This is an optimization exercise on Yosys and OpenROAD, whose aim is small area, a short achievable clock period and few clock cycles per item, not a production implementation.

==> module prince_core_data, before the edit <==
module prince_core_data (
    input  wire [191:0] state   ,
    input  wire [191:0] pt      ,
    input  wire [383:0] key     ,
    input  wire [  2:0] s_i     ,  
    input  wire [  2:0] s_p0    ,  
    input  wire [  2:0] s_p1    ,  
    input  wire [  2:0] s_de    ,  
    input  wire [  2:0] s_f     ,  
    input  wire [  2:0] s_d     ,  
    input  wire [  2:0] s_ef    ,  
    input  wire [ 63:0] rc      ,
    output wire [191:0] nxt     ,
    output wire [191:0] ct
);
    localparam SBOX_NUMBER = 16;
    genvar j;
    wire [191:0] k0 = {key[383:320], key[255:192], key[127:64]};
    wire [191:0] k1 = {key[319:256], key[191:128], key[63:0]};
    wire [191:0] k0_end = {{key[320],key[383:322],(key[321] ^ key[383])},
        {key[192],key[255:194],(key[193] ^ key[255])},
        {key[64],key[127:66],(key[65] ^ key[127])}};
    wire [191:0] rck1 = {128'b0, rc} ^ k1;
    wire [191:0] h, p0, p1, u1, u5, w, w_sr, t, m, m_sr, v, d, e;
    generate
        for (j = 0; j < SBOX_NUMBER; j = j + 1) begin: nib
            Quadratic_294 Q (
                .x1(state[191-4*j -: 4]), .x2(state[127-4*j -: 4]), .x3(state[63-4*j -: 4]),
                .y1(h[191-4*j -: 4]), .y2(h[127-4*j -: 4]), .y3(h[63-4*j -: 4]));
        end
        for (j = 0; j < 3*SBOX_NUMBER; j = j + 1) begin: nsh
            nib_p0 P0 (.x(h[4*j +: 4]), .y(p0[4*j +: 4]));
            nib_p1 P1 (.x(h[4*j +: 4]), .y(p1[4*j +: 4]));
            nib_u1 U1 (.x(h[4*j +: 4]), .y(u1[4*j +: 4]));
            nib_u5 U5 (.x(h[4*j +: 4]), .y(u5[4*j +: 4]));
            nib_d4 D4 (.x(v[4*j +: 4]), .y(d[4*j +: 4]));
            nib_e6 E6 (.x(m[4*j +: 4]), .y(e[4*j +: 4]));
        end
        for (j = 0; j < 3; j = j + 1) begin: sh
            linear_m_inv  SRI (.data_in(w[191-64*j -: 64]), .data_out(w_sr[191-64*j -: 64]));
            linear_mprime MP  (.data_in(t[191-64*j -: 64]), .data_out(m[191-64*j -: 64]));
            linear_m      SR  (.data_in(m[191-64*j -: 64]), .data_out(m_sr[191-64*j -: 64]));
        end
    endgenerate
    assign w  = u5 ^ rck1;
    assign ct = w ^ k0_end;
    assign t  = ({{64{s_de[2]}}, {64{s_de[1]}}, {64{s_de[0]}}} & u1) | ({{64{s_f[2]}}, {64{s_f[1]}}, {64{s_f[0]}}} & w_sr);
    assign v  = m_sr ^ ({{64{s_i[2]}}, {64{s_i[1]}}, {64{s_i[0]}}} & (pt ^ k0)) ^ rck1;
    assign nxt = ({{64{s_p0[2]}}, {64{s_p0[1]}}, {64{s_p0[0]}}} & p0) | ({{64{s_p1[2]}}, {64{s_p1[1]}}, {64{s_p1[0]}}} & p1) |
                 ({{64{s_d[2]}}, {64{s_d[1]}}, {64{s_d[0]}}} & d) | ({{64{s_ef[2]}}, {64{s_ef[1]}}, {64{s_ef[0]}}} & e);
endmodule
==> module prince_top, before the edit <==
module prince_top (
    input  wire         clk       ,
    input  wire         reset     ,
    input  wire         start     ,
    input  wire [191:0] plaintext ,
    input  wire [383:0] key       ,
    output reg          done      ,
    output wire [191:0] ciphertext
);
    reg  [191:0] shared_state;
    reg          busy;
    reg  [  2:0] pos;      
    reg  [ 11:0] layer;    
    reg  [  2:0] s_i, s_p0, s_p1, s_de, s_f, s_d, s_ef;
    wire [191:0] nxt;
    wire [ 63:0] rc;
    wire        last    = busy & pos[2] & layer[11];
    wire        busy_n  = busy ? ~last : start;
    wire [ 2:0] pos_n   = busy ? {pos[1:0], pos[2]} : 3'b001;
    wire [11:0] layer_n = ~busy  ? {11'b0, start} :
                          last   ? 12'b0 :
                          pos[2] ? {layer[10:0], 1'b0} : layer;
    localparam [64*12-1:0] RCS = {
        64'hC0AC29B7C97C50DD, 64'hD3B5A399CA0C2399, 64'h64A51195E0E3610D,
        64'hC882D32F25323C54, 64'h85840851F1AC43AA, 64'h7EF84F78FD955CB1,
        64'h0000000000000000, 64'hBE5466CF34E90C6C, 64'h452821E638D01377,
        64'h082EFA98EC4E6C89, 64'hA4093822299F31D0, 64'h13198A2E03707344};
    reg  [63:0] rc_r;
    wire [63:0] rc_n;
    genvar b, l;
    generate
        for (b = 0; b < 64; b = b + 1) begin: rcb
            wire [11:0] sel;
            for (l = 0; l < 12; l = l + 1) begin: rcl
                assign sel[l] = RCS[64*l + b] & layer_n[l];
            end
            assign rc_n[b] = |sel;
        end
    endgenerate
    assign rc = rc_r;
    prince_core_data d_prince_core (
        .state(shared_state),
        .pt   (plaintext   ),
        .key  (key         ),
        .s_i  (s_i         ),
        .s_p0 (s_p0        ),
        .s_p1 (s_p1        ),
        .s_de (s_de        ),
        .s_f  (s_f         ),
        .s_d  (s_d         ),
        .s_ef (s_ef        ),
        .rc   (rc          ),
        .nxt  (nxt         ),
        .ct   (ciphertext  )
    );
    always @(posedge clk) begin
        shared_state <= nxt;
    end
    always @(posedge clk) begin
        if (reset) begin
            busy  <= 1'b0;
            done  <= 1'b0;
            pos   <= 3'b001;
            layer <= 12'b0;
            s_i   <= 3'b111;
            s_p0  <= 3'b000;
            s_p1  <= 3'b000;
            s_de  <= 3'b000;
            s_f   <= 3'b000;
            s_d   <= 3'b111;
            s_ef  <= 3'b000;
            rc_r  <= 64'b0;
        end else begin
            busy  <= busy_n;
            done  <= busy & pos[1] & layer[11];
            pos   <= pos_n;
            layer <= layer_n;
            s_i   <= {~busy_n, ~(|layer_n), ~busy_n & pos_n[0]};
            s_p0  <= {busy_n & pos_n[0], (|layer_n) & pos_n[0], busy_n & ~pos_n[1] & ~pos_n[2]};
            s_p1  <= {busy_n & pos_n[1], (|layer_n) & pos_n[1], busy_n & ~pos_n[0] & ~pos_n[2]};
            s_de  <= {busy_n & pos_n[2] & (|layer_n[5:0]), pos_n[2] & (|layer_n[5:0]),
                      busy_n & pos_n[2] & ~(|layer_n[11:6])};
            s_f   <= {busy_n & pos_n[2] & (|layer_n[11:6]), pos_n[2] & (|layer_n[11:6]),
                      busy_n & pos_n[2] & ~(|layer_n[5:0])};
            s_d   <= {~busy_n | (pos_n[2] & (|layer_n[4:0])), ~(|layer_n) | (pos_n[2] & (|layer_n[4:0])),
                      ~busy_n | (~pos_n[0] & ~pos_n[1] & (|layer_n[4:0]))};
            s_ef  <= {busy_n & pos_n[2] & (|layer_n[10:5]), pos_n[2] & (|layer_n[10:5]),
                      busy_n & ~pos_n[0] & ~pos_n[1] & (|layer_n[10:5])};
            rc_r  <= rc_n;
        end
    end
endmodule
==> flow/config.mk <==
export PLATFORM = sky130hd
export DESIGN_NAME = prince_top
export DESIGN_NICKNAME = prince_top
export VERILOG_FILES = /design/flow/design.v
export SDC_FILE = /design/flow/constraint.sdc
export NUM_CORES = 4
export LEC_CHECK = 0
export CAP_MARGIN = 20
export CORE_MARGIN = 2
export CORE_UTILIZATION = 55
export SETUP_SLACK_MARGIN = 2.5
export SLEW_MARGIN = 20
==> flow/constraint.sdc <==
create_clock -name core_clock -period 6.5 [get_ports {clk}]
set_input_delay 1.3000 -clock core_clock [delete_from_list [all_inputs] [get_ports {clk}]]
set_output_delay 1.3000 -clock core_clock [all_outputs]
set_load 0.01 [all_outputs]
standard.sh (not shown) runs the stock make flow with config.mk's settings and CLKGATE_MAP_FILE= SYNTH_SCRIPT=/design/flow/synth_recipe.tcl, a recipe that flattens the netlist after the stock synthesis.
==> flow/flow/run.sh <==
#!/bin/bash
# Standard ORFS layout with two changes:
#  - synthesis maps the logic with flow/area.abc, an area-oriented ABC script,
#    in place of ORFS's speed script (everything else in the standard
#    synthesis, synth_recipe.tcl, is unchanged, so the registers are the same);
#  - the port buffers that buffer_ports inserts are the smallest plain buffer
#    (repair may still resize them).
set -euo pipefail
work=$(pwd)
{
  echo "proc abc {args} {"
  echo "  set i [lsearch -exact \$args -script]"
  echo "  if {\$i >= 0} { lset args [expr {\$i + 1}] $work/flow/area.abc }"
  echo "  yosys abc {*}\$args"
  echo "}"
  cat synth_recipe.tcl
} > own_synth.tcl
export BUFFER_PORTS_ARGS="-buffer_cell sky130_fd_sc_hd__buf_1"
bash standard.sh SYNTH_SCRIPT="$work/own_synth.tcl" finish > standard_flow.log 2>&1
==> flow/flow/area.abc <==
&get -n
&st
&dch
&nf
&put
==> next run, changes <==
--- a/flow/design.v
+++ b/flow/design.v
@@ -262,11 +262,11 @@
     input  wire [191:0] pt      ,
     input  wire [383:0] key     ,
-    input  wire [  2:0] s_i     ,  
-    input  wire [  2:0] s_p0    ,  
-    input  wire [  2:0] s_p1    ,  
-    input  wire [  2:0] s_de    ,  
-    input  wire [  2:0] s_f     ,  
-    input  wire [  2:0] s_d     ,  
-    input  wire [  2:0] s_ef    ,  
+    input  wire         s_i     ,
+    input  wire         s_p0    ,
+    input  wire         s_p1    ,
+    input  wire         s_de    ,
+    input  wire         s_f     ,
+    input  wire         s_d     ,
+    input  wire         s_ef    ,
     input  wire [ 63:0] rc      ,
     output wire [191:0] nxt     ,
@@ -303,9 +303,9 @@
     endgenerate
     assign w  = u5 ^ rck1;
-    assign ct = w ^ k0_end;
-    assign t  = ({{64{s_de[2]}}, {64{s_de[1]}}, {64{s_de[0]}}} & u1) | ({{64{s_f[2]}}, {64{s_f[1]}}, {64{s_f[0]}}} & w_sr);
-    assign v  = m_sr ^ ({{64{s_i[2]}}, {64{s_i[1]}}, {64{s_i[0]}}} & (pt ^ k0)) ^ rck1;
-    assign nxt = ({{64{s_p0[2]}}, {64{s_p0[1]}}, {64{s_p0[0]}}} & p0) | ({{64{s_p1[2]}}, {64{s_p1[1]}}, {64{s_p1[0]}}} & p1) |
-                 ({{64{s_d[2]}}, {64{s_d[1]}}, {64{s_d[0]}}} & d) | ({{64{s_ef[2]}}, {64{s_ef[1]}}, {64{s_ef[0]}}} & e);
+    assign ct = u5 ^ (rck1 ^ k0_end);
+    assign t  = ({192{s_de}} & u1) | ({192{s_f}} & w_sr);
+    assign v  = m_sr ^ ({192{s_i}} & (pt ^ k0)) ^ rck1;
+    assign nxt = ({192{s_p0}} & p0) | ({192{s_p1}} & p1) |
+                 ({192{s_d}} & d) | ({192{s_ef}} & e);
 endmodule
 module nib_p0 (input wire [3:0] x, output wire [3:0] y);
@@ -358,5 +358,5 @@
     reg  [  2:0] pos;      
     reg  [ 11:0] layer;    
-    reg  [  2:0] s_i, s_p0, s_p1, s_de, s_f, s_d, s_ef;
+    reg          s_p0, s_p1, s_de, s_f, s_d, s_ef;
     wire [191:0] nxt;
     wire [ 63:0] rc;
@@ -389,5 +389,5 @@
         .pt   (plaintext   ),
         .key  (key         ),
-        .s_i  (s_i         ),
+        .s_i  (~busy       ),
         .s_p0 (s_p0        ),
         .s_p1 (s_p1        ),
@@ -409,11 +409,10 @@
             pos   <= 3'b001;
             layer <= 12'b0;
-            s_i   <= 3'b111;
-            s_p0  <= 3'b000;
-            s_p1  <= 3'b000;
-            s_de  <= 3'b000;
-            s_f   <= 3'b000;
-            s_d   <= 3'b111;
-            s_ef  <= 3'b000;
+            s_p0  <= 1'b0;
+            s_p1  <= 1'b0;
+            s_de  <= 1'b0;
+            s_f   <= 1'b0;
+            s_d   <= 1'b1;
+            s_ef  <= 1'b0;
             rc_r  <= 64'b0;
         end else begin
@@ -422,15 +421,10 @@
             pos   <= pos_n;
             layer <= layer_n;
-            s_i   <= {~busy_n, ~(|layer_n), ~busy_n & pos_n[0]};
-            s_p0  <= {busy_n & pos_n[0], (|layer_n) & pos_n[0], busy_n & ~pos_n[1] & ~pos_n[2]};
-            s_p1  <= {busy_n & pos_n[1], (|layer_n) & pos_n[1], busy_n & ~pos_n[0] & ~pos_n[2]};
-            s_de  <= {busy_n & pos_n[2] & (|layer_n[5:0]), pos_n[2] & (|layer_n[5:0]),
-                      busy_n & pos_n[2] & ~(|layer_n[11:6])};
-            s_f   <= {busy_n & pos_n[2] & (|layer_n[11:6]), pos_n[2] & (|layer_n[11:6]),
-                      busy_n & pos_n[2] & ~(|layer_n[5:0])};
-            s_d   <= {~busy_n | (pos_n[2] & (|layer_n[4:0])), ~(|layer_n) | (pos_n[2] & (|layer_n[4:0])),
-                      ~busy_n | (~pos_n[0] & ~pos_n[1] & (|layer_n[4:0]))};
-            s_ef  <= {busy_n & pos_n[2] & (|layer_n[10:5]), pos_n[2] & (|layer_n[10:5]),
-                      busy_n & ~pos_n[0] & ~pos_n[1] & (|layer_n[10:5])};
+            s_p0  <= busy_n & pos_n[0];
+            s_p1  <= busy_n & pos_n[1];
+            s_de  <= busy_n & pos_n[2] & (|layer_n[5:0]);
+            s_f   <= busy_n & pos_n[2] & (|layer_n[11:6]);
+            s_d   <= ~busy_n | (pos_n[2] & (|layer_n[4:0]));
+            s_ef  <= busy_n & pos_n[2] & (|layer_n[10:5]);
             rc_r  <= rc_n;
         end
After rerunning:
- design area shrinks by 2.2%
- first-iteration DRC count grows by 7.2%
- critical path depth is unchanged
- global-route usage grows by 0.80 points
- area after synthesis shrinks by 1.8%
Function was not checked in any run of this note: the RTL went through the layout flow alone.

## port drivers added, routing unchanged
The results above use ideal ports. As a check the final layouts listed here were re-extracted and re-timed, cells and wires unchanged.
Step 1 (the two cells are an assumption about what drives the block):
set clk [get_ports {clk}]
set_driving_cell -lib_cell sky130_fd_sc_hd__clkbuf_16 $clk
set_driving_cell -lib_cell sky130_fd_sc_hd__buf_2 [delete_from_list [all_inputs] $clk]
Step 2 moves the port delays by t, midway between the first and last clock arrival at a register: inputs arrive t later, outputs are due t later. That takes back most of the time a late clock gives input paths.
Slacks: ideal ports / drivers / drivers and shift; pairs: ideal ports / drivers.
run	t, ns	slack for setup (ns)	clock arrival spread, ns	worst slew at a driven data input, ns
the first run	0.631	2.485 / 2.430 / 1.905	0.030 / 0.031	0.10
the second run	0.628	2.474 / 2.434 / 2.018	0.018 / 0.018	0.23
After both steps every run listed still meets setup and hold. For the first run, which loses most, drivers alone change the setup slack by -0.055 ns; drivers and shift together by -0.580 ns.
